From an optimization exercise on the open Yosys and OpenROAD flow, aimed at small area, a short achievable clock period and few clock cycles per item; shortcuts taken in it are not production practice. RTL that was checked went through simulation tests only; none was proved equivalent to the original.

== rev 12 ==
==> flow/design.v <==
`timescale 1ns / 1ps
module SquareRoot(outdata,checkflag,clk,rst,start,indata);
 input wire clk;
 input wire rst;
 input wire start;
 input wire [31:0] indata;
 output reg [15:0] outdata;    
 output reg checkflag;
 reg [13:0] h;       
 reg [15:0] r;       
 reg        neg;     
 reg        busy;
 reg [6:0]  j;       
 wire late = j[6] & ~j[0];
 wire last = j[6] & ~j[5];       
 wire [15:0] m;
 assign m[1:0] = 2'b11;
 genvar k;
 generate
    for (k = 2; k <= 8; k = k + 1) begin : mlo
        assign m[k] = j[k-2] | late;
    end
    for (k = 9; k <= 14; k = k + 1) begin : mhi
        assign m[k] = late & ~j[k-9];
    end
 endgenerate
 assign m[15] = 1'b0;
 wire [17:0] sum = {r, h[13], outdata[15]} + {(outdata & m) ^ {16{~neg}}, 2'b11};
 function [4:0] first2;
    input [3:0] n;
    begin
    case (n)
    4'd0:  first2 = {2'd0, 3'd0};
    4'd1:  first2 = {2'd1, 3'd0};
    4'd2:  first2 = {2'd1, 3'd1};
    4'd3:  first2 = {2'd1, 3'd2};
    4'd4:  first2 = {2'd2, 3'd0};
    4'd5:  first2 = {2'd2, 3'd1};
    4'd6:  first2 = {2'd2, 3'd2};
    4'd7:  first2 = {2'd2, 3'd3};
    4'd8:  first2 = {2'd2, 3'd4};
    4'd9:  first2 = {2'd3, 3'd0};
    4'd10: first2 = {2'd3, 3'd1};
    4'd11: first2 = {2'd3, 3'd2};
    4'd12: first2 = {2'd3, 3'd3};
    4'd13: first2 = {2'd3, 3'd4};
    4'd14: first2 = {2'd3, 3'd5};
    default: first2 = {2'd3, 3'd6};
    endcase
    end
 endfunction
 wire [1:0] q0;
 wire [2:0] r0;
 assign {q0, r0} = first2(indata[31:28]);
 wire [13:0] hi_in, lo_in;
 generate
    for (k = 0; k < 14; k = k + 1) begin : split
        assign hi_in[k] = indata[2*k+1];
        assign lo_in[k] = indata[2*k];
    end
 endgenerate
 always @(posedge clk) begin
    if (!busy) begin
        h   <= hi_in;
        r   <= {13'd0, r0};
        neg <= 1'b0;
        j   <= 7'd0;
    end else begin
        h   <= {h[12:0], 1'b0};
        r   <= sum[15:0];
        neg <= sum[17];
        j   <= {j[5:0], ~j[6]};
    end
 end
 always @(posedge clk) begin
    if (busy)
        outdata <= {outdata[14:0], ~sum[17]};
    else if (start)
        outdata <= {lo_in, q0};
 end
 always @(posedge clk) begin
    if (rst) begin
        busy      <= 1'b0;
        checkflag <= 1'b0;
    end else if (start & !busy) begin
        busy      <= 1'b1;
        checkflag <= 1'b0;
    end else if (busy & last) begin
        busy      <= 1'b0;
        checkflag <= 1'b1;
    end
 end
endmodule
Settings: LEC_CHECK=0, CAP_MARGIN=20, CORE_MARGIN=2, CORE_UTILIZATION=75, SETUP_SLACK_MARGIN=5, SLEW_MARGIN=20; clock period 8.5 ns.
standard.sh (not shown) runs the stock make flow with config.mk's settings and CLKGATE_MAP_FILE= SYNTH_SCRIPT=/design/flow/synth_recipe.tcl, a recipe that flattens the netlist after the stock synthesis.
==> flow/flow/run.sh <==
#!/bin/bash
set -euo pipefail
MARGIN=$(cat flow/margin.txt)
bash standard.sh "BUFFER_PORTS_ARGS=-buffer_cell sky130_fd_sc_hd__buf_1" \
  "SETUP_SLACK_MARGIN=$MARGIN" finish > standard.log 2>&1
==> flow/flow/margin.txt <==
5.8
[inputs] rev 13 vs rev 12
--- a/flow/design.v
+++ b/flow/design.v
@@ -9,11 +9,11 @@
  reg [13:0] h;       
  reg [15:0] r;       
  reg        neg;     
  reg        busy;
  reg [6:0]  j;       
- wire late = j[6] & ~j[0];
+ reg        late;    
  wire last = j[6] & ~j[5];       
  wire [15:0] m;
  assign m[1:0] = 2'b11;
  genvar k;
  generate
@@ -63,15 +63,17 @@
     if (!busy) begin
         h   <= hi_in;
         r   <= {13'd0, r0};
         neg <= 1'b0;
         j   <= 7'd0;
+        late <= 1'b0;
     end else begin
         h   <= {h[12:0], 1'b0};
         r   <= sum[15:0];
         neg <= sum[17];
         j   <= {j[5:0], ~j[6]};
+        late <= j[6] & (j[0] | j[5]);    
     end
  end
  always @(posedge clk) begin
     if (busy)
         outdata <= {outdata[14:0], ~sum[17]};
## What came out
Compared with rev 12, rev 13 shows multi-input combinational cell count that has gone down by a little under 10%. Run comparison: rev 13 capture point of the worst path outdata[15]; rev 12 capture point of the worst path r[13]$_SDFF_PN0_. Per the comparison of rev 13 with rev 12, wire length reported by the detailed router went up by 6.6%, wire length on met3 went up by 22%. Number of sinks on the clock net up about 1.8% in rev 13 wrt rev 12. Compared with rev 12, rev 13 shows multiplexer fraction of the synthesized cell area lower by 0.36 points. Rev 13 vs rev 12, cell at the slowest stage of the critical path: sky130_fd_sc_hd__edfxtp_1 vs sky130_fd_sc_hd__dfxtp_4. The run showing the greater share of the clock period used by the worst path after layout is rev 12.
Testbench counts of rev 13, summed over its fixed seeds: cycles 30,720, ops 2,048.
For rev 12, only the layout was checked, not whether the RTL still works.

## what the ideal ports hide
In the flow no input, the clock included, has a driving cell. The finished layouts below were timed again as built, in two steps.
Step 1 (the two cells are an assumption about what drives the block):
set clk [get_ports {clk}]
set_driving_cell -lib_cell sky130_fd_sc_hd__clkbuf_16 $clk
set_driving_cell -lib_cell sky130_fd_sc_hd__buf_2 [delete_from_list [all_inputs] $clk]
Step 2 also shifts input and output timing later by t, the mid clock arrival at the registers, as if the neighbouring blocks saw the same clock.
a / b / c = no drivers / after step 1 / after step 2; a / b = the first two.
| run | t (ns) | slack for setup (ns) | worst setup path after step 2 |
|---|---|---|---|
| rev 12 | 0.344 | 5.789 / 5.789 / 5.517 | input to register |
| rev 13 | 0.369 | 5.825 / 5.797 / 5.701 | input to register |
After both steps setup and hold are still met in every run listed. The setup slack of rev 12, which loses most, moves by 0.000 ns with the drivers and by -0.272 ns with both steps.
